From an optimization exercise on the open Yosys and OpenROAD flow, aimed at small area, a short achievable clock period and few clock cycles per item; shortcuts taken in it are not production practice.
The RTL was checked by simulation tests, not by an equivalence proof against the original design.
No activity file was given, so power comes from the tool's default toggle rates.

<file path="flow/flow/run.sh">
#!/bin/bash
# Standard layout, with the ports buffered by a small plain buffer instead
# of the delay cell buffer_ports picks by default.
set -euo pipefail
bash standard.sh "BUFFER_PORTS_ARGS=-buffer_cell sky130_fd_sc_hd__buf_2" finish > standard.log 2>&1
</file>
<file path="flow/standard.sh">
#!/bin/bash
# synth_recipe.tcl (not shown) runs the flow's synth.tcl, then flattens the netlist and writes it again
# the make line also repeats each setting of config.mk as NAME=value (left out here)
make -C /OpenROAD-flow-scripts/flow DESIGN_CONFIG=/design/flow/config.mk WORK_HOME=/design/flow/orfs CLKGATE_MAP_FILE= SYNTH_SCRIPT=/design/flow/synth_recipe.tcl "${@:-finish}"
</file>
<file path="flow/config.mk">
export PLATFORM = sky130hd
export DESIGN_NAME = multdiv
export DESIGN_NICKNAME = multdiv
export VERILOG_FILES = /design/flow/design.v
export SDC_FILE = /design/flow/constraint.sdc
export NUM_CORES = 4
export LEC_CHECK = 0
export CAP_MARGIN = 20
export CORE_MARGIN = 2
export CORE_UTILIZATION = 40
export CTS_BUF_LIST = sky130_fd_sc_hd__clkbuf_4 sky130_fd_sc_hd__clkbuf_8
export CTS_CLUSTER_SIZE = 24
export SETUP_SLACK_MARGIN = 2.0
export SLEW_MARGIN = 20
</file>
<file path="flow/constraint.sdc">
create_clock -name core_clock -period 6.0 [get_ports {clock}]
set_input_delay 1.2000 -clock core_clock [delete_from_list [all_inputs] [get_ports {clock}]]
set_output_delay 1.2000 -clock core_clock [all_outputs]
set_load 0.01 [all_outputs]
</file>
<file path="flow/design.v">
module multdiv(data_operandA, data_operandB, ctrl_MULT, ctrl_DIV, clock, reset,
               data_result, data_exception, data_resultRDY);
    input [31:0] data_operandA, data_operandB;
    input ctrl_MULT, ctrl_DIV, clock, reset;
    output [31:0] data_result;
    output data_exception, data_resultRDY;
    reg st_first, st_mul, st_div, st_inc, done;
    reg mult, neg, prev, bzero, zres, big;
    reg [4:0] cnt, lB;
    reg [5:0] lA;
    reg [33:0] x, y;
    reg [31:0] z;
    reg s_y, s_2y, sub, cin, azero;
    wire start = ctrl_MULT | ctrl_DIV;
    function [5:0] slen;
        input [31:0] v;
        reg [31:0] hi;
        integer i;
        begin
            hi[31] = 1'b0;
            for (i = 30; i >= 0; i = i - 1)
                hi[i] = hi[i+1] | v[i+1];
            slen = 6'd0;
            for (i = 0; i < 32; i = i + 1)
                slen = slen | ((v[i] & ~hi[i]) ? i + 1 : 0);
        end
    endfunction
    wire sa = data_operandA[31], sb = data_operandB[31];
    wire [30:0] nA = data_operandA[30:0] ^ {31{sa}};
    wire [30:0] nB = data_operandB[30:0] ^ {31{sb}};
    wire [5:0] lA_in = slen((ctrl_DIV & sa) ? {nA, 1'b1} : {1'b0, nA});
    wire [5:0] lB_in = slen({1'b0, nB[30:1], nB[0] | ctrl_DIV});
    wire ys = y[33], zs = z[31];
    wire zlong = mult & ({1'b0, lB} > lA);
    wire bz = ~|z;
    wire [5:0] sdiff = lA - {1'b0, lB};
    wire dzero = bz | sdiff[5];
    wire [4:0] shamt = mult ? 5'd0 : sdiff[4:0];
    wire [33:0] opb = ({34{s_y}} & y) | ({34{s_2y}} & {y[32:0], 1'b0});
    wire [33:0] ax = azero ? 34'd0 : x;
    wire [33:0] sum = ax + (opb ^ {34{sub}}) + {33'd0, cin};
    wire qbit = ~sum[33];
    wire mswap = st_first & zlong;          
    wire dfirst = st_first & ~mult;
    wire mlast = (&z[31:1]) | ~|z[31:1];
    wire dlast = cnt == 5'd0;
    wire [31:0] qf = {z[30:0] ^ {31{neg}}, qbit | neg};
    wire [33:0] zal = {{2{zs}}, z} << shamt;
    wire [33:0] x_nx = (st_div & dlast)    ? {2'b00, qf} : sum;
    wire [33:0] y_nx = start               ? {{2{sa}}, data_operandA} :
                       st_div              ? {ys, y[33:1]} :
                       (dfirst | mswap)    ? zal : {y[31:0], 2'b00};
    wire [31:0] z_nx = (st_div & ~start)   ? {z[30:0], qbit} :
                       start               ? data_operandB :
                       dfirst              ? 32'd0 :
                       mswap               ? y[31:0] : {{2{zs}}, z[31:2]};
    wire prev_nx = ~start & ~mswap & z[1];
    wire z1n = start ? data_operandB[1] : mswap ? y[1] : z[3];
    wire z0n = start ? data_operandB[0] : mswap ? y[0] : z[2];
    wire pn  = ~start & ~mswap & z[1];
    wire d_one = z0n ^ pn;
    wire d_two = (z1n & ~z0n & ~pn) | (~z1n & z0n & pn);
    wire d_neg = z1n & ~(z0n & pn);
    wire dsub = ~(sum[33] ^ ys);            
    wire dmid = st_div & ~dlast & ~start;
    reg s_y_nx, s_2y_nx, sub_nx, cin_nx;
    always @* begin
        if (start & ctrl_DIV) begin          
            s_y_nx = 1'b1; s_2y_nx = 1'b0; sub_nx = sa; cin_nx = sa;
        end else if (dfirst) begin           
            s_y_nx = 1'b1; s_2y_nx = 1'b0; sub_nx = ~zs; cin_nx = ~zs;
        end else if (st_div & dlast) begin   
            s_y_nx = 1'b0; s_2y_nx = 1'b0; sub_nx = 1'b0; cin_nx = 1'b1;
        end else if (st_div) begin
            s_y_nx = 1'b1; s_2y_nx = 1'b0; sub_nx = 1'b0; cin_nx = 1'b0;
        end else begin
            s_y_nx = d_one; s_2y_nx = d_two; sub_nx = d_neg; cin_nx = d_neg;
        end
    end
    always @(posedge clock) begin
        x <= x_nx;
        y <= y_nx;
        z <= z_nx;
        prev <= prev_nx;
        azero <= start | mswap;
        s_y  <= s_y_nx;
        s_2y <= s_2y_nx;
        sub  <= dmid ? dsub : sub_nx;
        cin  <= dmid ? dsub : cin_nx;
        if (start) begin
            mult <= ctrl_MULT;
            neg  <= sa ^ sb;
            lA   <= lA_in;
            lB   <= lB_in[4:0];
        end
        if (st_first) begin
            big   <= (lA + {1'b0, lB}) > 6'd33;
            zres  <= dfirst & dzero;
            bzero <= bz;
            cnt   <= sdiff[4:0];
        end else if (st_div)
            cnt <= cnt - 5'd1;
    end
    always @(posedge clock) begin
        if (reset) begin
            st_first <= 1'b0;
            st_mul   <= 1'b0;
            st_div   <= 1'b0;
            st_inc   <= 1'b0;
            done     <= 1'b0;
        end else begin
            st_first <= start;
            st_mul   <= ~start & ((st_first & mult & (zlong | ~mlast)) | (st_mul & ~mlast));
            st_div   <= ~start & ((dfirst & ~dzero) | (st_div & ~dlast));
            st_inc   <= ~start & st_div & dlast & neg & ~qbit;
            done     <= ~start & ((st_first & mult & ~zlong & mlast) | (st_mul & mlast) |
                                  (dfirst & dzero) | (st_div & dlast & (~neg | qbit)) | st_inc);
        end
    end
    assign data_resultRDY = done;
    assign data_result    = x[31:0] & {32{~zres}};
    assign data_exception = mult ? (big | ~((&x[33:31]) | ~|x[33:31])) : bzero;
endmodule
</file>
==> flow_summary.json, run 1 <==
{
  "status": "no timing/DRC/antenna violations",
  "min_path_cells": 2,
  "finalSetupTns_ns": 0,
  "yosysMostFrequentCell": "nor2_1",
  "crit_chain": "inv_1 -> ha_1 -> inv_1 -> fa_1 -> a21o_1 -> a21oi_1 -> xnor2_1 -> nor2_1 -> o21ai_0 -> o221ai_1 -> mux2i_1 -> o21ai_0",
  "pre_cts_ws_ns": 1.85,
  "clk_path_buf_depth": 2,
  "ant_nets": 0,
  "grt_pass1_vias": 11100,
  "ys_warn_count": 1,
  "setup_viol": 0,
  "gp_congestion": 0.972,
  "max_freq_mhz": 259,
  "grt_remaining_overflow": 0,
  "placed_cells": 1957,
  "worstSkewPairLatency_ns": 0.47,
  "hold_buffers": 0,
  "regArea_um2": 2860,
  "wl_per_cell_um": 21.2,
  "grt_max_degree": 60,
  "cp_max_fo": 11,
  "avgSynthCellArea_um2": 7.62,
  "core_area_um2": 29600,
  "track_usage": 0.265,
  "ir_drop_uv": 154,
  "min_period_over_period": 0.643,
  "drt_first_pass_iters": 6,
  "syn_to_final_growth_pct": 9.15,
  "drt_wl_total_um": 42100,
  "multi_input_area_um2": 8560,
  "r2r_cells": 12,
  "syn-cell-area_um2": 12000,
  "dieArea_um2": 31500,
  "drv_cap": 0,
  "cp_data_arrival_time_ns": 4.25,
  "dp_hpwl_um": 31200,
  "async_reset_ff_frac": 0,
  "initial_core_util": 0.406,
  "synth_ff_type": "dfxtp_1",
  "vias": 12000,
  "die_w_um": 178,
  "routed_via_density": 6.01,
  "end_kind": "register",
  "ys_seq_elements": 131,
  "slowest_stage": "nor2_1",
  "fin_cells": 1990,
  "n_fill_cell": 3098,
  "placed_area_um2": 12700,
  "timing.final.ws_setup_ns": 2.14,
  "rsz0062_at_grt": "true",
  "synthTopCellsByCount": "nor2_1 (137), nand2_1 (135), a21oi_1 (132), mux2i_1 (127), o21ai_0 (119)",
  "syn_inst": 1580,
  "finish.utilization": 0.444,
  "row_count": 63,
  "cts_inserted_buffers": 17,
  "synth_nets": 1697,
  "yosysTopAreaCell": "dfxtp_1",
  "worstReg2RegStart": "lA[0]$_DFFE_PN_",
  "finish.instance_area_um2": 13100,
  "ioPinCount": 102,
  "skew_ns": 0.0161,
  "hold_end": "st_mul$_SDFF_PP0_",
  "crit_required_ns": 6.39,
  "start_kind": "register",
  "drive_gt1_frac": 0.120,
  "post-route-min-period_ns": 3.86,
  "power.density_nw_per_um2": 316,
  "relSlewSlack": 0.278,
  "r2r_end": "y[17]$_DFF_P_",
  "die_y_um": 178,
  "path_clk_slew_ns": 0.09,
  "port_buffers": 101,
  "synth_cell_types": 76,
  "clockRootBuffer": "clkbuf_8",
  "yosysSeqAreaShare": 0.237,
  "finalHoldViolations": 0,
  "ff2ff_setup_slack_ns": 2.14,
  "synth_top_area_share": 0.179,
  "antenna_found_initial": 0,
  "power_leakage_nw": 5.54,
  "grt_pass1_wl_um": 64000,
  "antenna_cells": 0,
  "drc": 0,
  "cts_tree": "built",
  "critPathKind": "reg -> reg",
  "fin_nets": 1704,
  "cts.sinks": 131,
  "synth-edff-count": 23,
  "min_from": "st_mul$_SDFF_PP0_",
  "cpPeakStageDelay_ns": 0.77,
  "h-tree-depth": 4,
  "tightestPinTransition_ns": 1.08,
  "synth_area_leaders": "dfxtp_1 (18%), mux2i_1 (11%), edfxtp_1 (5.7%)",
  "hold_class": "reg -> reg",
  "first_iter_violations": 1166,
  "maxSlewViolCount": 0
}
## power by group
group          switching (mW)  leakage [nW]  internal, mW
sequential              0.237          1.13          1.10
combinational            1.15          4.20         0.859
clock                   0.386         0.202         0.419
total                    1.77          5.54          2.38
## flip-flops by register name, summed over array words and instances (netlist names), 5 cells and up
name and flops:
lA 6, x 34, cnt 5, y 34, lB 5, z 32
## repair_timing
action | 4_1_cts | 5_1_grt
resized for setup | 2 | 10
buffers inserted | 0 | 0
endpoints found under the setup margin | 17 | 15
## cells in the final DEF, fill, tap and decap left out, types with 26 or more instances in the layout
master	instances
ha_1	45
nor3_1	33
o22ai_1	26
nor2b_1	75
o21ai_0	119
mux2i_1	127
nand3_1	30
a21oi_1	132
nor2_1	135
inv_1	46
o211ai_1	26
nand2_1	135
dfxtp_1	104
buf_2	101
xnor2_1	62
xor2_1	45
a22oi_1	39
## cell families after synthesis
family                     share of synthesized area
DFF                                            0.237
adders and majority gates                     0.0534
buffers and inverters                         0.0577
and+or+nand+nor                                0.188
muxes                                          0.120
xor gates and xnor gates                      0.0778
AOI/OAI and AO/OA                              0.267
## critical path: cells and delay by family, from the launching register on
kind,cells,cell delay (ns)
adder cells (fa/ha/maj),2,0.53
AO/OA/AOI/OAI,5,1.59
XOR/XNOR,1,0.26
multiplexers,1,0.11
buffers and inverters,2,0.13
AND/OR/NAND/NOR,1,0.77
flip-flops,1,0.40
## metrics by stage
stage / hold slack, ns / total power [mW]
floorplan: 0.489 / 2.74
global placement: 0.521 / 3.29
detailed placement: 0.533 / 3.30
CTS: 0.545 / 4.11
global route: 0.573 / 4.40
finish: 0.547 / 4.15
## layer usage
metal  part of all wire  global-route usage  up-vias  wire length [µm]
met1               0.43               0.350     5642             18200
met5             0.0022              0.0208        -                91
met4              0.046               0.125        2              1960
li1                   -                   -     5754                 -
met3              0.067              0.0379       95              2820
met2               0.45               0.422      475             19000
## area by class of cell
class                           instances  area share
Multi-Input combinational cell       1272       0.651
Sequential cell                       131       0.218
Timing Repair Buffer                  118      0.0496
Tap cell                              390      0.0371
Clock buffer                           19      0.0189
Inverter                               47      0.0134
Clock inverter                         13      0.0123
## worst max-delay path by stage
stage                          from                to  slack (ns)  cells past startpoint
floorplan            s_y$_SDFF_PP1_  x[32]$_SDFF_PP0_        2.41                     17
global placement           ctrl_DIV     z[11]$_DFF_P_        1.91                      6
detailed placement         ctrl_DIV      z[9]$_DFF_P_        1.85                      6
CTS                 lA[0]$_DFFE_PN_      y[4]$_DFF_P_        2.04                     16
global route        lA[0]$_DFFE_PN_      y[3]$_DFF_P_        1.96                     15
finish              lA[0]$_DFFE_PN_     y[17]$_DFF_P_        2.14                     12
Testbench counts, summed over its fixed seeds: cycles 28,660, ops 3,200.
==> inputs of run 2 (changes only) <==
--- a/flow/config.mk
+++ b/flow/config.mk
@@ -12,3 +12,3 @@
 export CTS_CLUSTER_SIZE = 24
-export SETUP_SLACK_MARGIN = 2.0
+export SETUP_SLACK_MARGIN = 2.3
 export SLEW_MARGIN = 20
==> flow_summary.json, run 2 <==
{
  "status": "no timing/DRC/antenna violations",
  "internal-power_mw": 2.42,
  "avgSynthCellArea_um2": 7.62,
  "yosysSeqAreaShare": 0.237,
  "routed_via_density": 6.01,
  "switchingPower_mw": 1.80,
  "largest_registers": "x (34), y (34), z (32)",
  "antenna_cells": 0,
  "maxSlewViolCount": 0,
  "gp_congestion": 0.972,
  "grt_max_degree": 60,
  "first_iter_violations": 1301,
  "startpoint": "y[21]$_DFF_P_",
  "drt_first_pass_iters": 7,
  "cp_max_fo": 6,
  "synth_top_area_share": 0.179,
  "power_leakage_nw": 5.66,
  "clk_path_buf_depth": 2,
  "path_clk_slew_ns": 0.09,
  "async_reset_ff_frac": 0,
  "post-route-min-period_ns": 3.59,
  "power_frac_seq": 0.316,
  "drc": 0,
  "ff2ff_setup_slack_ns": 2.41,
  "r2r_cells": 13,
  "worstReg2RegStart": "y[21]$_DFF_P_",
  "path_buf_inv": 0,
  "max_freq_mhz": 279,
  "grt_pass1_wl_um": 64100,
  "min_period_over_period": 0.598,
  "synth_ff_type": "dfxtp_1",
  "crit_required_ns": 6.39,
  "relSlewSlack": 0.356,
  "synthTopCellsByCount": "nor2_1 (137), nand2_1 (135), a21oi_1 (132), mux2i_1 (127), o21ai_0 (119)",
  "finish.instance_area_um2": 13400,
  "timing.final.ws_setup_ns": 2.41,
  "dp_hpwl_um": 31200,
  "placed_area_um2": 12700,
  "pre_cts_ws_ns": 1.85,
  "cts_inserted_buffers": 17,
  "switching_share": 0.426,
  "crit_path_frequent_cell": "a21o_1",
  "drt_wl_total_um": 42600,
  "finalHoldViolations": 0,
  "vias": 12100,
  "ant_nets": 0,
  "cts_tree": "built",
  "drive_gt1_frac": 0.140,
  "fin_nets": 1723,
  "drv_cap": 0,
  "layout_commonest_cell": "nand2_1",
  "syn_inst": 1580,
  "busiest_layer": "met2",
  "yosysTopAreaCell": "dfxtp_1",
  "power.density_nw_per_um2": 315,
  "r2r_end": "done$_SDFF_PP0_",
  "fin_cells": 2009,
  "cp_data_arrival_time_ns": 3.98,
  "crit_chain": "a22oi_1 -> xnor2_1 -> ha_1 -> a21o_1 -> a21oi_1 -> o21ai_0 -> a32oi_1 -> a21boi_2 -> o21ai_2 -> o41ai_4 -> xnor2_2 -> a21o_1 -> a211oi_2",
  "die_y_um": 178,
  "hold_class": "reg -> reg",
  "synth_cell_types": 76,
  "antenna_found_initial": 0,
  "final_cell_mix": "nand2_1 (134), nor2_1 (133), a21oi_1 (131), mux2i_1 (127), o21ai_0 (118)",
  "rsz0062_at_grt": "true",
  "placed_cells": 1957,
  "multi_input_area_um2": 8610,
  "n_fill_cell": 3071,
  "critPathKind": "reg -> reg",
  "end_kind": "register",
  "core_area_um2": 29600,
  "h-tree-depth": 4,
  "grt_remaining_overflow": 0,
  "tightestPinTransition_ns": 0.966,
  "synth_area_leaders": "dfxtp_1 (18%), mux2i_1 (11%), edfxtp_1 (5.7%)",
  "row_count": 63,
  "start_kind": "register",
  "grtUsageMet1": 0.352,
  "yosysMostFrequentCell": "nor2_1",
  "slowest_stage": "dfxtp_1",
  "finish.utilization": 0.452,
  "synth-edff-count": 23,
  "endpoint": "done$_SDFF_PP0_",
  "port_buffers": 101,
  "track_usage": 0.266,
  "initial_core_util": 0.406,
  "worstSkewPairLatency_ns": 0.47,
  "ys_warn_count": 1,
  "ioPinCount": 102,
  "synth_nets": 1697,
  "ir_drop_uv": 156,
  "clockRootBuffer": "clkbuf_8",
  "skew_ns": 0.0139,
  "finalSetupTns_ns": 0,
  "clkPwrFrac": 0.190,
  "regArea_um2": 2870,
  "wl_per_cell_um": 21.2,
  "die_w_um": 178,
  "grt_use_met2": 0.421,
  "use_met3": 0.0379,
  "path_depth": 13,
  "cts.sinks": 131,
  "power_frac_comb": 0.494,
  "ys_seq_elements": 131,
  "crit_family": "compound AO/OA/AOI/OAI gates",
  "setup_viol": 0,
  "cpPeakStageDelay_ns": 0.57,
  "syn_to_final_growth_pct": 11.1,
  "syn-cell-area_um2": 12000,
  "dieArea_um2": 31500,
  "grt_pass1_vias": 11100
}
[run 2: metal layers]
metal  wire length, µm  part of all wire
met5                91            0.0021
met1             18500              0.43
met2             19200              0.45
met4              2010             0.047
met3              2800             0.066
[run 2: layout make-up]
class	count	area share
clock buffers	19	0.0186
repair buffers	137	0.0621
well taps	390	0.0364
flip-flops and latches	131	0.214
multi-input cells	1272	0.643
clock inverters	13	0.0121
inverters	47	0.0132
[run 2: per-stage QoR]
stage,hold WS (ns),power (mW)
6_report,0.543,4.21
4_1_cts,0.545,4.12
5_1_grt,0.573,4.46
3_5_place_dp,0.533,3.30
2_1_floorplan,0.489,2.74
3_3_place_gp,0.521,3.29
[run 2: worst reg2reg max path: stages (launching register included)]
cell	delay (ns)
dfxtp_1	0.57
a22oi_1	0.16
xnor2_1	0.30
ha_1	0.36
a21o_1	0.21
a21oi_1	0.16
o21ai_0	0.16
a32oi_1	0.22
a21boi_2	0.21
o21ai_2	0.11
o41ai_4	0.41
xnor2_2	0.21
a21o_1	0.23
a211oi_2	0.21
[run 2: what timing repair did]
item / in CTS / in global routing
endpoints found under the setup margin: 44 / 49
pin swaps: 1 / 9
gates cloned: 0 / 1
resized for setup: 11 / 26
hold endpoints to repair: 0 / 0
hold buffers: 0 / 0
setup buffers: 2 / 16
[run 2: power by group through the flow]
stage	clock, mW	combinational, mW	sequential (mW)
floorplan	0	1.55	1.19
global placement	0	1.95	1.34
detailed placement	0	1.96	1.35
CTS	0.812	1.98	1.33
global route	0.843	2.27	1.35
finish	0.803	2.08	1.33
[run 2: worst min-delay path by stage]
stage | start | cells past startpoint | endpoint | slack (ns)
after CTS | st_mul$_SDFF_PP0_ | 2 | st_mul$_SDFF_PP0_ | 0.55
final | st_mul$_SDFF_PP0_ | 2 | st_mul$_SDFF_PP0_ | 0.54
after global routing | st_mul$_SDFF_PP0_ | 2 | st_mul$_SDFF_PP0_ | 0.57
after floorplan | st_mul$_SDFF_PP0_ | 2 | st_mul$_SDFF_PP0_ | 0.49
after detailed placement | st_mul$_SDFF_PP0_ | 2 | st_mul$_SDFF_PP0_ | 0.53
after global placement | st_mul$_SDFF_PP0_ | 2 | st_mul$_SDFF_PP0_ | 0.52
[run 2: cell families after synthesis]
kind of cell	Yosys count	share of synthesized area
AOI/OAI and AO/OA	493	0.267
xor gates and xnor gates	107	0.0778
and+or+nand+nor	482	0.188
buffers and inverters	177	0.0577
DFF	131	0.237
adders and majority gates	49	0.0534
muxes	141	0.120
==> inputs of run 3 (changes only) <==
--- a/flow/config.mk
+++ b/flow/config.mk
@@ -9,3 +9,3 @@
 export CORE_MARGIN = 2
-export CORE_UTILIZATION = 40
+export CORE_UTILIZATION = 55
 export CTS_BUF_LIST = sky130_fd_sc_hd__clkbuf_4 sky130_fd_sc_hd__clkbuf_8
==> flow_summary.json, run 3 <==
{
  "status": "no timing/DRC/antenna violations",
  "finalHoldViolations": 0,
  "die_w_um": 152,
  "synthTopCellsByCount": "nor2_1 (137), nand2_1 (135), a21oi_1 (132), mux2i_1 (127), o21ai_0 (119)",
  "start_kind": "register",
  "path_buf_inv": 1,
  "grt_pass1_vias": 11600,
  "largest_registers": "x (34), y (34), z (32)",
  "crit_chain": "buf_4 -> a22oi_1 -> xnor2_1 -> ha_1 -> a21oi_2 -> o21ai_1 -> a311o_1 -> a32oi_1 -> a21boi_2 -> o21ai_2 -> o41ai_4 -> xnor2_2 -> a21o_1 -> a211oi_2",
  "clk_path_buf_depth": 2,
  "grt_pass1_wl_um": 65700,
  "drc": 0,
  "placed_area_um2": 12500,
  "worstSkewPairLatency_ns": 0.50,
  "finish.utilization": 0.607,
  "ir_drop_uv": 166,
  "die_y_um": 152,
  "synth_top_area_share": 0.179,
  "cpPeakStageDelay_ns": 0.42,
  "initial_core_util": 0.555,
  "n_fill_cell": 2049,
  "grt_remaining_overflow": 0,
  "cts.sinks": 131,
  "min_path_cells": 2,
  "crit_required_ns": 6.42,
  "track_usage": 0.359,
  "port_buffers": 101,
  "dieArea_um2": 23100,
  "drv_cap": 0,
  "syn_inst": 1580,
  "tightestPinTransition_ns": 0.947,
  "h-tree-depth": 4,
  "avgSynthCellArea_um2": 7.62,
  "end_kind": "register",
  "synth_ff_type": "dfxtp_1",
  "drt_wl_total_um": 42600,
  "hold_class": "reg -> reg",
  "syn_to_final_growth_pct": 9.23,
  "drt_first_pass_iters": 6,
  "p_total_mw": 4.17,
  "rsz0062_at_grt": "true",
  "use_met3": 0.0645,
  "syn-cell-area_um2": 12000,
  "gp_congestion": 1.05,
  "relSlewSlack": 0.369,
  "regArea_um2": 2870,
  "power.density_nw_per_um2": 317,
  "hold_end": "st_mul$_SDFF_PP0_",
  "worstReg2RegStart": "s_y$_SDFF_PP1_",
  "grt_max_degree": 92,
  "synth-edff-count": 23,
  "core_area_um2": 21700,
  "final_cell_mix": "nand2_1 (134), nor2_1 (133), a21oi_1 (130), mux2i_1 (127), o21ai_0 (118)",
  "min_from": "st_mul$_SDFF_PP0_",
  "first_iter_violations": 1317,
  "cp_max_fo": 9,
  "drive_gt1_frac": 0.135,
  "grt_use_met2": 0.560,
  "ff2ff_setup_slack_ns": 2.44,
  "ant_nets": 0,
  "synth_area_leaders": "dfxtp_1 (18%), mux2i_1 (11%), edfxtp_1 (5.7%)",
  "max_freq_mhz": 281,
  "cp_data_arrival_time_ns": 3.98,
  "vias": 12200,
  "antenna_cells": 0,
  "yosysSeqAreaShare": 0.237,
  "r2r_cells": 14,
  "ys_warn_count": 1,
  "fin_nets": 1715,
  "synth_nets": 1697,
  "layout_commonest_cell": "nand2_1",
  "r2r_end": "done$_SDFF_PP0_",
  "antenna_found_initial": 0,
  "async_reset_ff_frac": 0,
  "dp_hpwl_um": 31300,
  "power_leakage_nw": 5.62,
  "multi_input_area_um2": 8590,
  "cts_tree": "built",
  "post-route-min-period_ns": 3.56,
  "maxSlewViolCount": 0,
  "skew_ns": 0.0243,
  "row_count": 54,
  "busiest_layer": "met2",
  "cts_inserted_buffers": 17,
  "yosysTopAreaCell": "dfxtp_1",
  "yosysMostFrequentCell": "nor2_1",
  "routed_via_density": 6.44,
  "finish.instance_area_um2": 13200,
  "crit_family": "compound AO/OA/AOI/OAI gates",
  "finalSetupTns_ns": 0,
  "synth_cell_types": 76,
  "grtUsageMet1": 0.470,
  "ys_seq_elements": 131,
  "path_clk_slew_ns": 0.10,
  "wl_per_cell_um": 22.5,
  "slowest_stage": "o41ai_4",
  "critPathKind": "reg -> reg",
  "ioPinCount": 102,
  "setup_viol": 0,
  "clockRootBuffer": "clkbuf_8",
  "min_period_over_period": 0.594
}
==> run 3: power breakdown <==
part	internal, mW	total [mW]	switching, mW	leakage, nW
logic	0.885	2.04	1.16	4.28
registers	1.10	1.34	0.241	1.13
clock network	0.315	0.785	0.471	0.199
total	2.30	4.17	1.87	5.62
==> run 3: worst max path at each step <==
stage                    start               end  depth (start not counted)
6_report        s_y$_SDFF_PP1_   done$_SDFF_PP0_                         14
5_1_grt        lA[0]$_DFFE_PN_      y[4]$_DFF_P_                         16
4_1_cts        lA[0]$_DFFE_PN_      y[4]$_DFF_P_                         16
3_5_place_dp   s_2y$_SDFF_PP0_     x[19]$_DFF_P_                         13
3_3_place_gp   s_2y$_SDFF_PP0_     x[19]$_DFF_P_                         13
2_1_floorplan   s_y$_SDFF_PP1_  x[32]$_SDFF_PP0_                         17
==> run 3: worst min-delay path: stages (launching register included) <==
cell	delay, ns
dfxtp_1	0.32
a21oi_1	0.12
a2111oi_0	0.09
==> run 3: timing repair <==
| item | 4_1_cts | 5_1_grt |
|---|---|---|
| pin swaps | 0 | 4 |
| gates resized for setup | 7 | 24 |
| hold buffers | 0 | 0 |
| endpoints found under the setup margin | 44 | 29 |
| buffers inserted | 1 | 8 |
==> run 3: metal layers <==
metal / vias to the layer above / share of wire
met1: 5743 / 0.42
met3: 142 / 0.080
met4: 0 / 0.058
met5: - / 0
met2: 522 / 0.44
li1: 5764 / -
==> run 3: cell families (layout without fill, tap and decap cells) <==
group,count (synthesis),after routing,share of synthesized area
buffers and inverters,177,208,0.0577
xor gates and xnor gates,107,107,0.0778
DFF,131,131,0.237
adders and majority gates,49,49,0.0534
AOI/OAI and AO/OA,493,493,0.267
and+or+nand+nor,482,482,0.188
muxes,141,141,0.120
==> run 3: layout make-up <==
cell class                 instances  share of cell area
multi-input combinational       1272               0.652
sequential                       131               0.218
timing repair buffer             129              0.0601
tap                              280              0.0266
clock buffer                      17              0.0178
inverter                          47              0.0134
clock inverter                    15              0.0116
==> run 3: per-stage QoR <==
step                      setup slack (ns)  hold slack, ns  std cells
after floorplan                       2.41           0.489       1580
after global placement                1.97           0.513       1848
after detailed placement              1.88           0.564       1848
after CTS                             2.30           0.579       1881
after global routing                  2.25           0.659       1891
final                                 2.44           0.580       1891
==> inputs of run 4 (changes only) <==
--- a/flow/config.mk
+++ b/flow/config.mk
@@ -12,2 +12,3 @@
 export CTS_CLUSTER_SIZE = 24
+export GPL_ROUTABILITY_DRIVEN = 0
 export SETUP_SLACK_MARGIN = 2.3
==> flow_summary.json, run 4 <==
{
  "final_cell_mix": "nand2_1 (135), nor2_1 (133), a21oi_1 (131), mux2i_1 (127), o21ai_0 (118)",
  "cts_tree": "built",
  "initial_core_util": 0.555,
  "avgSynthCellArea_um2": 7.62,
  "async_reset_ff_frac": 0,
  "path_clk_slew_ns": 0.09,
  "switchingPower_mw": 1.84,
  "worstReg2RegStart": "y[19]$_DFF_P_",
  "ys_seq_elements": 131,
  "yosysMostFrequentCell": "nor2_1",
  "setup_viol": 0,
  "maxSlewViolCount": 0,
  "grt_pass1_wl_um": 63600,
  "ir_drop_uv": 163,
  "min_from": "st_mul$_SDFF_PP0_",
  "cts_inserted_buffers": 17,
  "syn-cell-area_um2": 12000,
  "row_count": 54,
  "end_kind": "register",
  "power_frac_comb": 0.496,
  "drive_gt1_frac": 0.140,
  "finish.instance_area_um2": 13200,
  "dieArea_um2": 23100,
  "cts.sinks": 131,
  "largest_registers": "x (34), y (34), z (32)",
  "internal-power_mw": 2.30,
  "hold_class": "reg -> reg",
  "clkPwrFrac": 0.177,
  "layout_commonest_cell": "nand2_1",
  "first_iter_violations": 1351,
  "pre_cts_ws_ns": 1.84,
  "synth_top_area_share": 0.179,
  "power_leakage_nw": 5.62,
  "synth_ff_type": "dfxtp_1",
  "ioPinCount": 102,
  "power.density_nw_per_um2": 314,
  "synth_nets": 1697,
  "drv_cap": 0,
  "antenna_found_initial": 0,
  "port_buffers": 101,
  "switching_share": 0.445,
  "syn_to_final_growth_pct": 9.44,
  "finish.utilization": 0.608,
  "status": "no timing/DRC/antenna violations",
  "relSlewSlack": 0.316,
  "max_freq_mhz": 282,
  "drt_first_pass_iters": 6,
  "core_area_um2": 21700,
  "yosysSeqAreaShare": 0.237,
  "grt_max_degree": 92,
  "dp_hpwl_um": 30600,
  "post-route-min-period_ns": 3.55,
  "fin_nets": 1719,
  "antenna_cells": 0,
  "tightestPinTransition_ns": 1.02,
  "ant_nets": 0,
  "clockRootBuffer": "clkbuf_8",
  "start_kind": "register",
  "timing.final.ws_setup_ns": 2.45,
  "synthTopCellsByCount": "nor2_1 (137), nand2_1 (135), a21oi_1 (132), mux2i_1 (127), o21ai_0 (119)",
  "die_w_um": 152,
  "placed_area_um2": 12500,
  "power_frac_seq": 0.327,
  "synth-edff-count": 23,
  "finalSetupTns_ns": 0,
  "min_period_over_period": 0.592,
  "drt_wl_total_um": 41800,
  "synth_area_leaders": "dfxtp_1 (18%), mux2i_1 (11%), edfxtp_1 (5.7%)",
  "cp_data_arrival_time_ns": 3.94,
  "skew_ns": 0.0147,
  "clk_path_buf_depth": 2,
  "critPathKind": "reg -> reg",
  "worstSkewPairLatency_ns": 0.48,
  "hold_buffers": 0,
  "yosysTopAreaCell": "dfxtp_1",
  "routed_via_density": 6.49,
  "grt_remaining_overflow": 0,
  "vias": 12300,
  "p_total_mw": 4.14,
  "drc": 0,
  "cp_max_fo": 6,
  "synth_cell_types": 76,
  "rsz0062_at_grt": "false",
  "wl_per_cell_um": 22.1,
  "syn_inst": 1580,
  "crit_required_ns": 6.39,
  "h-tree-depth": 4,
  "grt_pass1_vias": 11200,
  "startpoint": "y[19]$_DFF_P_",
  "finalHoldViolations": 0,
  "track_usage": 0.349,
  "ys_warn_count": 1,
  "die_y_um": 152
}
run 4: cell types whose count changed in the layout (fill, tap and decap cells not counted), moves of 2 or more:
cell        change
dfxtp_1         -2
buf_4           +5
clkinvlp_4      +3
clkinv_4        +3
inv_6           -3
inv_8           -3
run 4: logic make-up (layout without fill, tap and decap cells):
group	Yosys count	in the layout	share of synthesized area
adders and majority gates	49	49	0.0534
buffers and inverters	177	212	0.0577
muxes	141	141	0.120
and+or+nand+nor	482	482	0.188
xor gates and xnor gates	107	107	0.0778
AOI/OAI and AO/OA	493	493	0.267
DFF	131	131	0.237
run 4: final timing paths:
| path | end | depth (start not counted) | slack [ns] |
|---|---|---|---|
| max | done$_SDFF_PP0_ | 13 | 2.45 |
| min | st_mul$_SDFF_PP0_ | 2 | 0.57 |
| max reg2reg | done$_SDFF_PP0_ | 13 | 2.45 |
| min reg2reg | st_mul$_SDFF_PP0_ | 2 | 0.57 |
run 4: cell type report:
class                      count  area [µm²]
clock buffer                  17         234
clock inverter                15         141
fill                        2027        8500
inverter                      47         176
multi-input combinational   1272        8610
sequential                   131        2870
tap                          280         350
timing repair buffer         133         800
run 4: worst max-delay path: stages (launching register included):
cell,delay (ns)
dfxtp_1,0.59
a22oi_1,0.18
xnor2_1,0.16
ha_1,0.39
a21oi_2,0.17
a21oi_1,0.08
a311o_1,0.38
a32oi_1,0.16
a21boi_2,0.22
o21ai_2,0.11
o41ai_4,0.41
xnor2_2,0.18
a21o_1,0.23
a211oi_2,0.20
run 4: routing by layer:
layer  track usage  vias up  wire, µm
met3        0.0579      151      3660
li1              -     5784         -
met2         0.547      653     18800
met4         0.187        0      2460
met5             0        -         0
met1         0.463     5717     16900
run 4: through the flow:
step                hold WS, ns  cells
finish                    0.570   1895
global route              0.632   1895
CTS                       0.558   1881
detailed placement        0.546   1847
global placement          0.518   1847
floorplan                 0.489   1580
run 4: what timing repair did:
| action | CTS | global route |
|---|---|---|
| pin swaps | 1 | 9 |
| resized for setup | 10 | 27 |
| setup buffers | 2 | 12 |
| endpoints found under the setup margin | 43 | 31 |
run 4: power by group through the flow:
stage          clock, mW  combinational, mW  sequential [mW]
3_5_place_dp           0               1.93             1.37
6_report           0.734               2.06             1.35
2_1_floorplan          0               1.55             1.19
3_3_place_gp           0               1.92             1.37
4_1_cts            0.742               1.95             1.35
5_1_grt            0.779               2.24             1.36
==> inputs of run 5 (changes only) <==
--- a/flow/config.mk
+++ b/flow/config.mk
@@ -9,3 +9,3 @@
 export CORE_MARGIN = 2
-export CORE_UTILIZATION = 55
+export CORE_UTILIZATION = 40
 export CTS_BUF_LIST = sky130_fd_sc_hd__clkbuf_4 sky130_fd_sc_hd__clkbuf_8
==> flow_summary.json, run 5 <==
{
  "grt_pass1_vias": 11300,
  "skew_ns": 0.0195,
  "die_y_um": 178,
  "first_iter_violations": 1405,
  "crit_chain": "a22oi_1 -> xnor2_1 -> ha_1 -> a21oi_2 -> a21oi_1 -> a311o_1 -> a32oi_1 -> a21boi_2 -> o21ai_2 -> o41ai_4 -> buf_4 -> xnor2_2 -> a21o_1 -> a211oi_2",
  "r2r_cells": 14,
  "ant_nets": 0,
  "dp_hpwl_um": 31200,
  "clk_path_buf_depth": 2,
  "wl_per_cell_um": 21.2,
  "worstReg2RegStart": "y[19]$_DFF_P_",
  "start_kind": "register",
  "hold_buffers": 0,
  "syn_to_final_growth_pct": 10.0,
  "path_clk_slew_ns": 0.09,
  "fin_nets": 1710,
  "min_path_cells": 2,
  "ff2ff_setup_slack_ns": 2.45,
  "power_leakage_nw": 5.58,
  "slowest_stage": "dfxtp_1",
  "synth-edff-count": 23,
  "drc": 0,
  "power.density_nw_per_um2": 312,
  "syn_inst": 1580,
  "finalHoldViolations": 0,
  "drive_gt1_frac": 0.130,
  "finish.utilization": 0.447,
  "status": "no timing/DRC/antenna violations",
  "ys_warn_count": 1,
  "maxSlewViolCount": 0,
  "worstSkewPairLatency_ns": 0.48,
  "row_count": 63,
  "async_reset_ff_frac": 0,
  "antenna_cells": 0,
  "regArea_um2": 2870,
  "port_buffers": 101,
  "min_period_over_period": 0.591,
  "end_kind": "register",
  "drt_first_pass_iters": 8,
  "post-route-min-period_ns": 3.55,
  "cp_data_arrival_time_ns": 3.94,
  "clockRootBuffer": "clkbuf_8",
  "synthTopCellsByCount": "nor2_1 (137), nand2_1 (135), a21oi_1 (132), mux2i_1 (127), o21ai_0 (119)",
  "cts_inserted_buffers": 17,
  "h-tree-depth": 4,
  "synth_nets": 1697,
  "vias": 12100,
  "largest_registers": "x (34), y (34), z (32)",
  "yosysMostFrequentCell": "nor2_1",
  "final_cell_mix": "nand2_1 (135), nor2_1 (133), a21oi_1 (129), mux2i_1 (127), o21ai_0 (118)",
  "hold_class": "reg -> reg",
  "grt_pass1_wl_um": 64000,
  "avgSynthCellArea_um2": 7.62,
  "dieArea_um2": 31500,
  "die_w_um": 178,
  "syn-cell-area_um2": 12000,
  "hold_end": "st_mul$_SDFF_PP0_",
  "synth_cell_types": 76,
  "drt_wl_total_um": 42400,
  "cts.sinks": 131,
  "initial_core_util": 0.406,
  "routed_via_density": 6.04,
  "relSlewSlack": 0.316,
  "max_freq_mhz": 282,
  "multi_input_area_um2": 8600,
  "rsz0062_at_grt": "false",
  "ir_drop_uv": 157,
  "yosysTopAreaCell": "dfxtp_1",
  "cp_max_fo": 6,
  "ys_seq_elements": 131,
  "setup_viol": 0,
  "grt_max_degree": 92,
  "track_usage": 0.265,
  "cpPeakStageDelay_ns": 0.61,
  "finalSetupTns_ns": 0,
  "r2r_end": "done$_SDFF_PP0_",
  "synth_area_leaders": "dfxtp_1 (18%), mux2i_1 (11%), edfxtp_1 (5.7%)",
  "core_area_um2": 29600,
  "min_from": "st_mul$_SDFF_PP0_",
  "n_fill_cell": 3098,
  "critPathKind": "reg -> reg",
  "antenna_found_initial": 0,
  "grt_remaining_overflow": 0,
  "synth_top_area_share": 0.179,
  "layout_commonest_cell": "nand2_1",
  "ioPinCount": 102,
  "synth_ff_type": "dfxtp_1",
  "drv_cap": 0,
  "crit_required_ns": 6.39,
  "cts_tree": "built",
  "yosysSeqAreaShare": 0.237,
  "tightestPinTransition_ns": 1.02
}
## run 5: cell counts after synthesis
No cell type changed its count.
## run 5: what timing repair did
action                     CTS  global route
pin swaps                    0             3
setup endpoints to repair   21            30
gates cloned                 0             1
gates resized for setup     10            21
buffers inserted             0             3
## run 5: routing by layer
layer  up-vias  part of all wire  GRT usage
li1       5754                 -          -
met1      5677              0.42      0.341
met2       500              0.45      0.421
met3       125             0.073     0.0458
met4         0             0.056      0.141
met5         -                 0          0
## run 5: kinds of logic after synthesis
family                   synth area share
AO/OA/AOI/OAI                       0.267
XOR/XNOR                           0.0778
adder cells (fa/ha/maj)            0.0534
buffers and inverters              0.0577
flip-flops                          0.237
multiplexers                        0.120
AND/OR/NAND/NOR                     0.188
## run 5: cell type report
cell class | instances | share of cell area
Timing Repair Buffer | 124 | 0.0567
Multi-Input combinational cell | 1272 | 0.649
Tap cell | 390 | 0.0368
Clock inverter | 14 | 0.00991
Sequential cell | 131 | 0.216
Inverter | 47 | 0.0133
Clock buffer | 18 | 0.0182
## run 5: per-stage QoR
stage	cell area, µm²	instances	power (mW)	hold slack (ns)	setup WS [ns]
4_1_cts	13100	1990	4.06	0.542	2.32
3_3_place_gp	12700	1958	3.29	0.516	1.95
5_1_grt	13300	1996	4.38	0.591	2.30
3_5_place_dp	12700	1958	3.31	0.529	1.89
2_1_floorplan	12000	1580	2.74	0.489	2.41
6_report	13300	1996	4.13	0.552	2.45
## run 5: report_power, final
part | total (mW) | switching [mW] | internal (mW)
Clock | 0.743 | 0.405 | 0.337
Combinational | 2.05 | 1.17 | 0.886
Sequential | 1.34 | 0.241 | 1.10
Total | 4.13 | 1.81 | 2.32
## run 5: how the worst max path moves through the flow
stage / startpoint / endpoint / slack (ns) / cells past startpoint
5_1_grt: sub$_DFF_P_ / x[32]$_SDFF_PP0_ / 2.30 / 15
3_5_place_dp: s_2y$_SDFF_PP0_ / x[19]$_DFF_P_ / 1.89 / 13
6_report: y[19]$_DFF_P_ / done$_SDFF_PP0_ / 2.45 / 14
4_1_cts: sub$_DFF_P_ / x[32]$_SDFF_PP0_ / 2.32 / 15
2_1_floorplan: s_y$_SDFF_PP1_ / x[32]$_SDFF_PP0_ / 2.41 / 17
3_3_place_gp: s_2y$_SDFF_PP0_ / x[19]$_DFF_P_ / 1.95 / 13
## run 5: worst max-delay path: cells and delay by family, from the launching register on
| family | cells | cell delay (ns) |
|---|---|---|
| AOI/OAI and AO/OA | 10 | 2.00 |
| xor gates and xnor gates | 2 | 0.30 |
| adders and majority gates | 1 | 0.39 |
| buffers and inverters | 1 | 0.19 |
| DFF | 1 | 0.61 |
==> inputs of run 6 (changes only) <==
--- a/flow/config.mk
+++ b/flow/config.mk
@@ -13,3 +13,3 @@
 export GPL_ROUTABILITY_DRIVEN = 0
-export SETUP_SLACK_MARGIN = 2.3
+export SETUP_SLACK_MARGIN = 2.5
 export SLEW_MARGIN = 20
==> flow_summary.json, run 6 <==
{
  "synth_nets": 1697,
  "rsz0062_at_grt": "true",
  "syn-cell-area_um2": 12000,
  "regArea_um2": 2880,
  "synth_compound_area_frac": 0.267,
  "drt_wl_total_um": 43100,
  "start_kind": "register",
  "hold_end": "st_mul$_SDFF_PP0_",
  "worstSkewPairLatency_ns": 0.47,
  "finalHoldViolations": 0,
  "max_freq_mhz": 293,
  "power.density_nw_per_um2": 315,
  "initial_core_util": 0.406,
  "antenna_found_initial": 0,
  "synthMuxAreaShare": 0.120,
  "synth_top_area_share": 0.179,
  "grt_max_degree": 92,
  "synth_area_leaders": "dfxtp_1 (18%), mux2i_1 (11%), edfxtp_1 (5.7%)",
  "syn_inst": 1580,
  "worstReg2RegStart": "s_y$_SDFF_PP1_",
  "cp_data_arrival_time_ns": 3.81,
  "synth_ff_type": "dfxtp_1",
  "dp_hpwl_um": 30700,
  "n_fill_cell": 2972,
  "min_period_over_period": 0.569,
  "routed_via_density": 6.11,
  "multi_input_area_um2": 8820,
  "cts_inserted_buffers": 17,
  "synth-simple-area-share": 0.188,
  "row_count": 63,
  "drive_gt1_frac": 0.167,
  "synth_adder_area_share": 0.0534,
  "power_leakage_nw": 5.76,
  "grt_pass1_vias": 11200,
  "skew_ns": 0.0149,
  "synth-edff-count": 23,
  "path_clk_slew_ns": 0.09,
  "cts_tree": "built",
  "hold_class": "reg -> reg",
  "syn_to_final_growth_pct": 13.9,
  "synth_xor_area_frac": 0.0778,
  "min_path_cells": 2,
  "tightestPinTransition_ns": 1.13,
  "dieArea_um2": 31500,
  "die_y_um": 178,
  "post-route-min-period_ns": 3.42,
  "r2r_end": "done$_SDFF_PP0_",
  "wl_per_cell_um": 21.4,
  "core_area_um2": 29600,
  "drt_first_pass_iters": 7,
  "grt_pass1_wl_um": 64200,
  "yosysMostFrequentCell": "nor2_1",
  "layout_commonest_cell": "nand2_1",
  "ff2ff_setup_slack_ns": 2.58,
  "relSlewSlack": 0.249,
  "clockRootBuffer": "clkbuf_8",
  "r2r_cells": 16,
  "ys_seq_elements": 131,
  "ant_nets": 0,
  "critPathKind": "reg -> reg",
  "setup_viol": 0,
  "path_buf_inv": 3,
  "final_cell_mix": "nand2_1 (134), nor2_1 (130), a21oi_1 (128), mux2i_1 (127), o21ai_0 (117)",
  "cp_max_fo": 17,
  "vias": 12300,
  "cpPeakStageDelay_ns": 0.37,
  "finalSetupTns_ns": 0,
  "yosysSeqAreaShare": 0.237,
  "hold_buffers": 0,
  "placed_cells": 1957,
  "ir_drop_uv": 180,
  "crit_required_ns": 6.39,
  "first_iter_violations": 1443,
  "die_w_um": 178,
  "ioPinCount": 102,
  "synth_cell_types": 76,
  "grt_remaining_overflow": 0,
  "end_kind": "register",
  "async_reset_ff_frac": 0,
  "synth_top_family_by_area": "compound AO/OA/AOI/OAI gates",
  "clk_path_buf_depth": 2,
  "synthTopCellsByCount": "nor2_1 (137), nand2_1 (135), a21oi_1 (132), mux2i_1 (127), o21ai_0 (119)",
  "crit_family": "compound AO/OA/AOI/OAI gates",
  "yosysTopAreaCell": "dfxtp_1",
  "cts.sinks": 131,
  "port_buffers": 101,
  "drv_cap": 0,
  "fin_cells": 2016,
  "avgSynthCellArea_um2": 7.62,
  "track_usage": 0.264,
  "ys_warn_count": 1,
  "min_from": "st_mul$_SDFF_PP0_",
  "largest_registers": "x (34), y (34), z (32)",
  "maxSlewViolCount": 0,
  "crit_chain": "buf_4 -> bufbuf_16 -> a22oi_2 -> xnor2_1 -> ha_1 -> nand4_1 -> nor2_2 -> and2_1 -> a32oi_1 -> a21boi_2 -> o21ai_2 -> o41ai_4 -> buf_6 -> xnor2_4 -> a21o_1 -> a211oi_2",
  "antenna_cells": 0,
  "h-tree-depth": 4,
  "placed_area_um2": 12700,
  "finish.instance_area_um2": 13700,
  "slowest_stage": "ha_1",
  "drc": 0,
  "fin_nets": 1730,
  "status": "no timing/DRC/antenna violations"
}
[run 6: cell count changes in the layout (fill, tap and decap cells not counted), moves of 4 or more]
cell / delta
buf_4: +13
xnor2_2: +4
dfxtp_2: +8
a22oi_2: +9
dfxtp_1: -9
ha_1: -5
a22oi_1: -9
xnor2_1: -5
[run 6: tightest hold or removal path, cell delays in order, from the launching register on]
cell and delay (ns):
dfxtp_1 0.32, a21oi_1 0.10, a2111oi_0 0.07
[run 6: timing repair]
item	CTS	global route
pin swaps	10	17
setup buffers	5	15
hold endpoints to repair	0	0
gates cloned	2	4
endpoints found under the setup margin	52	44
gates resized for setup	24	63
[run 6: how the worst max path moves through the flow]
stage | from | end | cells after the start
floorplan | s_y$_SDFF_PP1_ | x[32]$_SDFF_PP0_ | 17
global placement | s_2y$_SDFF_PP0_ | x[19]$_DFF_P_ | 13
detailed placement | s_2y$_SDFF_PP0_ | x[19]$_DFF_P_ | 13
CTS | s_2y$_SDFF_PP0_ | x[19]$_DFF_P_ | 13
global route | s_y$_SDFF_PP1_ | x[32]$_SDFF_PP0_ | 15
finish | s_y$_SDFF_PP1_ | done$_SDFF_PP0_ | 16
[run 6: layout make-up]
class	instances	area share
multi-input combinational	1274	0.643
sequential	131	0.210
timing repair buffer	142	0.0689
tap	390	0.0356
clock buffer	18	0.0176
inverter	47	0.0129
clock inverter	14	0.0122
[run 6: per-layer routing]
metal	track usage	vias to the layer above	routed length [µm]	part of all wire
met4	0.132	0	2330	0.054
met3	0.0426	159	3580	0.083
met5	0	-	0	0
met2	0.417	609	19200	0.45
met1	0.348	5745	18000	0.42
li1	-	5812	-	-
[run 6: cell families after synthesis]
family                   Yosys count
AO/OA/AOI/OAI                    493
AND/OR/NAND/NOR                  482
buffers and inverters            177
multiplexers                     141
flip-flops                       131
XOR/XNOR                         107
adder cells (fa/ha/maj)           49
[run 6: power breakdown]
part | internal [mW] | switching, mW | leakage [nW] | total, mW
Clock | 0.387 | 0.416 | 0.203 | 0.804
Sequential | 1.10 | 0.249 | 1.13 | 1.35
Combinational | 0.953 | 1.22 | 4.43 | 2.17
[run 6: through the flow]
step	total power [mW]	util	setup WS (ns)	hold slack (ns)
after floorplan	2.74	-	2.51	0.489
after global placement	3.29	0.428	2.00	0.516
after detailed placement	3.29	0.428	1.93	0.525
after CTS	4.14	0.447	2.48	0.538
after global routing	4.56	0.463	2.37	0.599
final	4.32	0.463	2.58	0.536
==> inputs of run 7 (changes only) <==
--- a/flow/config.mk
+++ b/flow/config.mk
@@ -11,5 +11,6 @@
 export CTS_BUF_LIST = sky130_fd_sc_hd__clkbuf_4 sky130_fd_sc_hd__clkbuf_8
-export CTS_CLUSTER_SIZE = 24
+export CTS_CLUSTER_DIAMETER = 60
+export CTS_CLUSTER_SIZE = 32
 export GPL_ROUTABILITY_DRIVEN = 0
-export SETUP_SLACK_MARGIN = 2.5
+export SETUP_SLACK_MARGIN = 2.3
 export SLEW_MARGIN = 20
==> flow_summary.json, run 7 <==
{
  "track_usage": 0.265,
  "timing.final.ws_setup_ns": 2.45,
  "initial_core_util": 0.406,
  "post-route-min-period_ns": 3.55,
  "n_fill_cell": 3098,
  "ys_seq_elements": 131,
  "vias": 12100,
  "largest_registers": "x (34), y (34), z (32)",
  "fin_cells": 1996,
  "clk_path_buf_depth": 2,
  "path_clk_slew_ns": 0.09,
  "drv_cap": 0,
  "hold_buffers": 0,
  "critPathKind": "reg -> reg",
  "ant_nets": 0,
  "hold_class": "reg -> reg",
  "first_iter_violations": 1405,
  "synth_cell_types": 76,
  "end_kind": "register",
  "drive_gt1_frac": 0.130,
  "synth_nets": 1697,
  "grt_pass1_vias": 11300,
  "skew_ns": 0.0195,
  "drt_first_pass_iters": 8,
  "synth-simple-area-share": 0.188,
  "synth_xor_area_frac": 0.0778,
  "die_y_um": 178,
  "layout_commonest_cell": "nand2_1",
  "avgSynthCellArea_um2": 7.62,
  "power_leakage_nw": 5.58,
  "dieArea_um2": 31500,
  "die_w_um": 178,
  "power.density_nw_per_um2": 312,
  "yosysTopAreaCell": "dfxtp_1",
  "synth_compound_area_frac": 0.267,
  "drc": 0,
  "pre_cts_ws_ns": 1.89,
  "yosysMostFrequentCell": "nor2_1",
  "r2r_cells": 14,
  "wl_met1_um": 17900,
  "ys_warn_count": 1,
  "setup_viol": 0,
  "drt_wl_total_um": 42400,
  "placed_cells": 1958,
  "ir_drop_uv": 157,
  "finish.utilization": 0.447,
  "synth_ff_type": "dfxtp_1",
  "fin_nets": 1710,
  "grt_max_degree": 92,
  "status": "no timing/DRC/antenna violations",
  "wl_per_cell_um": 21.2,
  "yosysSeqAreaShare": 0.237,
  "synth_adder_area_share": 0.0534,
  "port_buffers": 101,
  "min_from": "st_mul$_SDFF_PP0_",
  "min_period_over_period": 0.591,
  "finalHoldWorstSlack_ns": 0.552,
  "finalHoldViolations": 0,
  "final_cell_mix": "nand2_1 (135), nor2_1 (133), a21oi_1 (129), mux2i_1 (127), o21ai_0 (118)",
  "dp_hpwl_um": 31200,
  "max_freq_mhz": 282,
  "synthMuxAreaShare": 0.120,
  "crit_family": "compound AO/OA/AOI/OAI gates",
  "synth_top_family_by_area": "compound AO/OA/AOI/OAI gates",
  "placed_area_um2": 12700,
  "worstSkewPairLatency_ns": 0.48,
  "rsz0062_at_grt": "false",
  "crit_required_ns": 6.39,
  "r2r_end": "done$_SDFF_PP0_",
  "worstReg2RegStart": "y[19]$_DFF_P_",
  "synth_top_area_share": 0.179,
  "ioPinCount": 102,
  "min_path_cells": 2,
  "antenna_found_initial": 0,
  "syn_inst": 1580,
  "relSlewSlack": 0.316,
  "row_count": 63,
  "h-tree-depth": 4,
  "synthTopCellsByCount": "nor2_1 (137), nand2_1 (135), a21oi_1 (132), mux2i_1 (127), o21ai_0 (119)",
  "hold_end": "st_mul$_SDFF_PP0_",
  "synth_area_leaders": "dfxtp_1 (18%), mux2i_1 (11%), edfxtp_1 (5.7%)",
  "async_reset_ff_frac": 0,
  "antenna_cells": 0,
  "start_kind": "register",
  "cts_inserted_buffers": 17,
  "p_total_mw": 4.13,
  "crit_chain": "a22oi_1 -> xnor2_1 -> ha_1 -> a21oi_2 -> a21oi_1 -> a311o_1 -> a32oi_1 -> a21boi_2 -> o21ai_2 -> o41ai_4 -> buf_4 -> xnor2_2 -> a21o_1 -> a211oi_2",
  "grt_pass1_wl_um": 64000,
  "tightestPinTransition_ns": 1.02,
  "routed_via_density": 6.04,
  "syn_to_final_growth_pct": 10.0,
  "syn-cell-area_um2": 12000,
  "core_area_um2": 29600,
  "clockRootBuffer": "clkbuf_8",
  "synth-edff-count": 23,
  "cp_data_arrival_time_ns": 3.94,
  "cts_tree": "built",
  "ff2ff_setup_slack_ns": 2.45,
  "wl_met2_um": 19000,
  "cts.sinks": 131,
  "wl_met3_um": 3100,
  "finish.instance_area_um2": 13300,
  "finalSetupTns_ns": 0,
  "cp_max_fo": 6,
  "cpPeakStageDelay_ns": 0.61,
  "highest_layer": "met4",
  "grt_remaining_overflow": 0,
  "path_buf_inv": 1,
  "maxSlewViolCount": 0,
  "slowest_stage": "dfxtp_1"
}
==> run 7: cell counts after synthesis <==
Identical to the previous run, type by type.
==> run 7: worst max path at each step <==
stage | end | startpoint | slack (ns) | depth (start not counted)
after detailed placement | x[19]$_DFF_P_ | s_2y$_SDFF_PP0_ | 1.89 | 13
after floorplan | x[32]$_SDFF_PP0_ | s_y$_SDFF_PP1_ | 2.41 | 17
final | done$_SDFF_PP0_ | y[19]$_DFF_P_ | 2.45 | 14
after global routing | x[32]$_SDFF_PP0_ | sub$_DFF_P_ | 2.30 | 15
after global placement | x[19]$_DFF_P_ | s_2y$_SDFF_PP0_ | 1.95 | 13
after CTS | x[32]$_SDFF_PP0_ | sub$_DFF_P_ | 2.32 | 15
==> run 7: final cells by class <==
type / instances / area, µm² / share of cell area
multi-input cells: 1272 / 8600 / 0.649
flip-flops and latches: 131 / 2870 / 0.216
repair buffers: 124 / 752 / 0.0567
well taps: 390 / 488 / 0.0368
clock buffers: 18 / 241 / 0.0182
inverters: 47 / 176 / 0.0133
clock inverters: 14 / 131 / 0.00991
==> run 7: power breakdown <==
part	total [mW]	internal (mW)	switching [mW]
logic	2.05	0.886	1.17
registers	1.34	1.10	0.241
clock network	0.743	0.337	0.405
total	4.13	2.32	1.81
==> run 7: metal layers <==
| metal | global-route usage | up-vias |
|---|---|---|
| li1 | - | 5754 |
| met1 | 0.341 | 5677 |
| met2 | 0.421 | 500 |
| met3 | 0.0458 | 125 |
| met4 | 0.141 | 0 |
| met5 | 0 | - |
==> run 7: worst register-to-register path, delay by kind of cell (launching register included) <==
family	cells	cell delay [ns]
DFF	1	0.61
adders and majority gates	1	0.39
AOI/OAI and AO/OA	10	2.00
buffers and inverters	1	0.19
xor gates and xnor gates	2	0.30
==> run 7: timing repair <==
action,4_1_cts,5_1_grt
cloned,0,1
setup endpoints to repair,21,30
setup buffers,0,3
pin swaps,0,3
resized for setup,10,21
==> run 7: kinds of logic after synthesis <==
logic type	Yosys count
XOR/XNOR	107
AND/OR/NAND/NOR	482
flip-flops	131
adder cells (fa/ha/maj)	49
buffers and inverters	177
multiplexers	141
AO/OA/AOI/OAI	493
==> inputs of run 8 (changes only) <==
--- a/flow/design.v
+++ b/flow/design.v
@@ -89,2 +89,4 @@
         cin  <= dmid ? dsub : cin_nx;
+        lA <= lA_in;                         
+        lB <= lB_in[4:0];
         if (start) begin
@@ -92,4 +94,2 @@
             neg  <= sa ^ sb;
-            lA   <= lA_in;
-            lB   <= lB_in[4:0];
         end
--- a/flow/config.mk
+++ b/flow/config.mk
@@ -11,4 +11,3 @@
 export CTS_BUF_LIST = sky130_fd_sc_hd__clkbuf_4 sky130_fd_sc_hd__clkbuf_8
-export CTS_CLUSTER_DIAMETER = 60
-export CTS_CLUSTER_SIZE = 32
+export CTS_CLUSTER_SIZE = 24
 export GPL_ROUTABILITY_DRIVEN = 0
==> flow_summary.json, run 8 <==
{
  "finalHoldViolations": 0,
  "drive_gt1_frac": 0.127,
  "antenna_found_initial": 0,
  "cts_inserted_buffers": 17,
  "n_fill_cell": 3008,
  "max_freq_mhz": 283,
  "cts_tree": "built",
  "syn_to_final_growth_pct": 9.64,
  "finish.utilization": 0.444,
  "routed_via_density": 6.02,
  "syn_inst": 1580,
  "h-tree-depth": 4,
  "initial_core_util": 0.405,
  "avgSynthCellArea_um2": 7.55,
  "rsz0062_at_grt": "true",
  "finalSetupTns_ns": 0,
  "min_period_over_period": 0.589,
  "clk_path_buf_depth": 2,
  "power_leakage_nw": 5.55,
  "skew_ns": 0.0167,
  "grt_pass1_vias": 11200,
  "yosysSeqAreaShare": 0.230,
  "grt_max_degree": 85,
  "cp_max_fo": 18,
  "hold_class": "reg -> reg",
  "drc": 0,
  "grt_remaining_overflow": 0,
  "min_path_cells": 2,
  "hold_buffers": 0,
  "drv_cap": 0,
  "path_clk_slew_ns": 0.09,
  "ys_warn_count": 1,
  "end_kind": "register",
  "setup_viol": 0,
  "relSlewSlack": 0.323,
  "ys_seq_elements": 131,
  "drt_first_pass_iters": 6,
  "ant_nets": 0,
  "synth-edff-count": 12,
  "layout_commonest_cell": "nand2_1",
  "clockRootBuffer": "clkbuf_8",
  "synth_ff_type": "dfxtp_1",
  "tightestPinTransition_ns": 1.01,
  "dp_hpwl_um": 31100,
  "pre_cts_ws_ns": 1.95,
  "yosysTopAreaCell": "dfxtp_1",
  "core_area_um2": 29500,
  "final_cell_mix": "nand2_1 (135), nor2_1 (134), a21oi_1 (129), mux2i_1 (127), o21ai_0 (118)",
  "synthTopCellsByCount": "nor2_1 (137), nand2_1 (135), a21oi_1 (132), mux2i_1 (127)",
  "fin_nets": 1707,
  "wl_per_cell_um": 20.9,
  "async_reset_ff_frac": 0,
  "yosysMostFrequentCell": "nor2_1",
  "synth_cell_types": 76,
  "track_usage": 0.263,
  "port_buffers": 101,
  "start_kind": "register",
  "largest_registers": "x (34), y (34), z (32)",
  "power.density_nw_per_um2": 301,
  "crit_required_ns": 6.41,
  "worstSkewPairLatency_ns": 0.48,
  "cp_data_arrival_time_ns": 3.94,
  "dieArea_um2": 31200,
  "die_y_um": 177,
  "syn-cell-area_um2": 11900,
  "status": "no timing/DRC/antenna violations",
  "die_w_um": 177,
  "ioPinCount": 102,
  "antenna_cells": 0,
  "grt_pass1_wl_um": 63600,
  "first_iter_violations": 1195,
  "post-route-min-period_ns": 3.53,
  "synth_area_leaders": "dfxtp_1 (20%), mux2i_1 (11%), a21oi_1 (5.5%)",
  "timing.final.ws_setup_ns": 2.47,
  "r2r_cells": 14,
  "ir_drop_uv": 133,
  "row_count": 63,
  "maxSlewViolCount": 0,
  "critPathKind": "reg -> reg",
  "drt_wl_total_um": 41600,
  "synth_nets": 1697,
  "vias": 12000,
  "synth_top_area_share": 0.200,
  "cts.sinks": 131
}
## run 8: changes by cell type after synthesis
cell	change
dfxtp_1	+11
edfxtp_1	-11
## run 8: per-stage QoR
stage / instances / instance area, µm² / total power [mW] / hold WS [ns]
after floorplan: 1580 / 11900 / 2.62 / 0.489
after global placement: 1956 / 12600 / 3.13 / 0.516
after detailed placement: 1956 / 12600 / 3.14 / 0.528
after CTS: 1988 / 12900 / 3.88 / 0.542
after global routing: 1993 / 13100 / 4.18 / 0.603
final: 1993 / 13100 / 3.94 / 0.535
## run 8: area by class of cell
cell class / count / area (µm²) / share of cell area
clock buffer: 18 / 241 / 0.0185
inverter: 47 / 176 / 0.0135
timing repair buffer: 121 / 703 / 0.0537
sequential: 131 / 2760 / 0.211
tap: 390 / 488 / 0.0373
multi-input combinational: 1272 / 8590 / 0.657
clock inverter: 14 / 129 / 0.00985
## run 8: power breakdown
part,switching (mW),internal [mW]
Clock,0.399,0.336
Combinational,1.06,0.824
Sequential,0.248,1.08
## run 8: kinds of logic (layout without fill, tap and decap cells)
logic type,count (synthesis),in the layout,share of synthesized area
adder cells (fa/ha/maj),49,49,0.0539
flip-flops,131,131,0.230
AND/OR/NAND/NOR,482,482,0.190
XOR/XNOR,107,107,0.0785
multiplexers,141,141,0.121
AO/OA/AOI/OAI,493,493,0.269
buffers and inverters,177,200,0.0583
## run 8: critical path: stages (launching register included)
cell	delay [ns]
dfxtp_4	0.55
xnor2_1	0.15
fa_1	0.44
inv_1	0.10
fa_1	0.21
nor2b_1	0.07
o31a_1	0.29
o211ai_2	0.22
a21oi_2	0.12
a31oi_4	0.25
o21ai_4	0.13
a221oi_4	0.29
o211ai_1	0.20
or3_1	0.38
nand3_1	0.08
## run 8: what timing repair did
item / 4_1_cts / 5_1_grt
setup buffers: 0 / 3
gates cloned: 0 / 0
endpoints found under the setup margin: 17 / 24
resized for setup: 5 / 16
## run 8: worst paths after layout
| kind | startpoint | endpoint | slack (ns) |
|---|---|---|---|
| worst max-delay path | sub$_DFF_P_ | x[32]$_SDFF_PP0_ | 2.47 |
| worst min-delay path | st_mul$_SDFF_PP0_ | st_mul$_SDFF_PP0_ | 0.54 |
| worst max register to register | sub$_DFF_P_ | x[32]$_SDFF_PP0_ | 2.47 |
| worst min register to register | st_mul$_SDFF_PP0_ | st_mul$_SDFF_PP0_ | 0.54 |
## run 8: metal layers
metal  global-route usage  routed length [µm]  share of wire
met3               0.0442                3180          0.076
met5                    0                   0              0
met1                0.343               17600           0.42
met2                0.414               18600           0.45
met4                0.144                2210          0.053
Testbench counts of run 8, summed over its fixed seeds: cycles 28,660, ops 3,200.

[re-timing with driven ports]
The results above use ideal ports. As a check the final layouts listed here were re-extracted and re-timed, cells and wires unchanged. Step 1: set_driving_cell puts a clkbuf_16 on clock and a buf_2 on each other input, an assumption about the parent block. Step 2 also shifts input and output timing later by t, the mid clock arrival at the registers, as if the neighbouring blocks saw the same clock. Slacks: no drivers / after step 1 / after step 2; pairs: no drivers / after step 1.
run	t (ns)	setup slack, ns	worst setup path after step 2	latest minus earliest clock arrival (ns)	slew at the worst register clock pin (ns)
run 1	0.505	2.145 / 2.145 / 1.817	input to register	0.016 / 0.016	0.09 / 0.09
run 2	0.512	2.411 / 2.411 / 2.100	input to register	0.014 / 0.014	0.09 / 0.09
run 3	0.530	2.438 / 2.438 / 2.049	input to register	0.024 / 0.024	0.11 / 0.11
run 4	0.514	2.450 / 2.450 / 2.131	input to register	0.016 / 0.016	0.09 / 0.09
run 5	0.513	2.453 / 2.453 / 2.111	input to register	0.020 / 0.020	0.10 / 0.10
run 6	0.508	2.585 / 2.585 / 2.162	input to register	0.016 / 0.015	0.09 / 0.09
run 7	0.513	2.453 / 2.453 / 2.111	input to register	0.020 / 0.020	0.10 / 0.10
run 8	0.514	2.466 / 2.466 / 2.229	input to register	0.017 / 0.017	0.09 / 0.09
After both steps setup and hold are still met in every run listed. The setup slack of run 6, which loses most, moves by 0.000 ns with the drivers and by -0.423 ns with both steps.
